This is an optimization exercise on Yosys and OpenROAD, whose aim is small area and a short achievable clock period, not a production implementation. Only simulation tests tie the RTL to the original design; equivalence was not proved. No activity file was given, so power comes from the tool's default toggle rates.

## alpha
## PIPELINE_Processor
module PIPELINE_Processor(
  input clk,
  input reset,
  output [63:0] imem_addr,
  input  [31:0] imem_rdata,
  output [63:0] dmem_addr,
  output [63:0] dmem_wdata,
  output dmem_we,
  output dmem_re,
  input  [63:0] dmem_rdata,
  output wb_en,
  output [4:0] wb_rd,
  output [63:0] wb_data
);
  reg  [63:1] pc;
  reg         ifid_r, ifid_ld, ifid_sd, ifid_br, ifid_ai;    
  reg  [31:7] ifid_ins;
  reg  [31:1] ifid_s1, ifid_s2;                             
  reg  [63:1] ifid_pc;
  reg         idex_rw, idex_mr, idex_mw, idex_br;
  reg         idex_add, idex_sub, idex_and, idex_or;       
  reg  [4:0]  idex_rd;
  reg  [63:0] idex_a, idex_b, idex_sd;
  reg  [63:1] idex_tgt;
  reg         exm_rw, exm_mr, exm_mw, exm_tk;
  reg  [4:0]  exm_rd;
  reg  [63:0] exm_alu, exm_wd;
  reg  [63:1] exm_tgt;
  reg         mwb_rw;
  reg  [4:0]  mwb_rd;
  reg  [63:0] mwb_d;
  wire [63:0] rf [1:31];
  reg  [31:1] rv;
  wire [6:0] op = imem_rdata[6:0];
  function [31:1] dec5(input [4:0] r);
    integer j;
    for (j = 1; j < 32; j = j + 1) dec5[j] = (r == j);
  endfunction
  wire [63:1] pc_inc = pc + 63'd2;
  wire [63:1] pc_nx  = exm_tk ? exm_tgt : pc_inc;
  always @(posedge clk or posedge reset)
    if (reset) begin
      pc <= 63'd0;
      ifid_r <= 1'b0; ifid_ld <= 1'b0; ifid_sd <= 1'b0; ifid_br <= 1'b0; ifid_ai <= 1'b0;
    end else begin
      pc <= pc_nx;
      ifid_r  <= (op == 7'b0110011);
      ifid_ld <= (op == 7'b0000011);
      ifid_sd <= (op == 7'b0100011);
      ifid_br <= (op == 7'b1100011);
      ifid_ai <= (op == 7'b0010011);
    end
  always @(posedge clk) begin
    ifid_ins <= imem_rdata[31:7];
    ifid_s1  <= dec5(imem_rdata[19:15]);
    ifid_s2  <= dec5(imem_rdata[24:20]);
    ifid_pc  <= pc;
  end
  assign imem_addr = {pc, 1'b0};
  ...
Size: roughly 8,500 cells after synthesis, about 2,800 flip-flops, about 360 I/O pins, roughly 120,000 sq um of cells after synthesis.
clock: 10.0 ns
lec_check: 0
cap_margin: 20
core_margin: 2
core_utilization: 25
cts_cluster_diameter: 50
cts_cluster_size: 24
place_density: 0.4
slew_margin: 20
standard.sh (not shown) runs the stock make flow with config.mk's settings and CLKGATE_MAP_FILE= SYNTH_SCRIPT=/design/flow/synth_recipe.tcl, a recipe that flattens the netlist after the stock synthesis.
==> flow/flow/run.sh <==
#!/bin/bash
set -euo pipefail
export SETUP_SLACK_MARGIN=6.3
export BUFFER_PORTS_ARGS="-buffer_cell sky130_fd_sc_hd__buf_2"
export CTS_ARGS="-sink_clustering_enable -repair_clock_nets -sink_clustering_size 24 -sink_clustering_max_diameter 50 -dont_use_dummy_load"
bash standard.sh > standard_flow.log 2>&1
alpha reached the final stage; the timing, DRC and antenna checks on its layout passed.
The following lists how beta was set up differently from alpha:
Settings: PLACE_DENSITY changed from 0.4 to 0.5; CORE_UTILIZATION changed from 25 to 35; CTS_CLUSTER_SIZE changed from 24 to 30; CTS_CLUSTER_DIAMETER changed from 50 to 60.
==> flow/flow/run.sh <==
#!/bin/bash
set -euo pipefail
export SETUP_SLACK_MARGIN=6.3
export BUFFER_PORTS_ARGS="-buffer_cell sky130_fd_sc_hd__buf_2"
export CTS_ARGS="-sink_clustering_enable -repair_clock_nets -sink_clustering_size 30 -sink_clustering_max_diameter 60 -dont_use_dummy_load"
bash standard.sh > standard_flow.log 2>&1
--- outcome ---
Across beta and alpha, none had a timing, DRC or antenna violation.
Compared with alpha, in beta number of buffers created by CTS fell about 40%, initial antenna violation count decreased 28.
Power after layout (beta vs. alpha) decreases by more than 10%
[beta] setup slack after layout fell 15 ps relative to alpha
Routing usage on met2 | beta above alpha
Number of global-route vias before repair down about 2.6% in beta wrt alpha
beta vs alpha on post-route core utilization: beta is the higher one.
Taking beta as 1.0, alpha lands at 1.10 on power per unit of standard cell area.
Relative to alpha, via count has increased by 434 in beta.
On sum of routed wire length over all layers, beta does better than alpha.
Measured against each other, beta and alpha differ in H-tree depth reported by CTS, the higher figure coming from alpha.

## what the ideal ports hide
How much do the figures lean on ideal ports? The routed layouts below were timed once more, with nothing changed but the port constraints.
Step 1 sets driving cells, clkbuf_16 on the clock port and buf_2 on the other inputs (assumed; they add their load-dependent delay and slew).
Step 2 moves the port delays by t, midway between the first and last clock arrival at a register: inputs arrive t later, outputs are due t later. That takes back most of the time a late clock gives input paths.
a / b / c = ideal ports / drivers / drivers and shift; a / b = the first two.
run	t, ns	slack for setup (ns)	worst data-port slew with drivers (ns)	pins driven straight from the clock port
alpha	1.096	6.093 / 6.093 / 5.670	0.16	1
beta	1.024	6.078 / 6.078 / 5.592	0.11	1
After both steps setup and hold are still met in every run listed. For beta, which loses most, drivers alone change the setup slack by 0.000 ns; drivers and shift together by -0.486 ns.
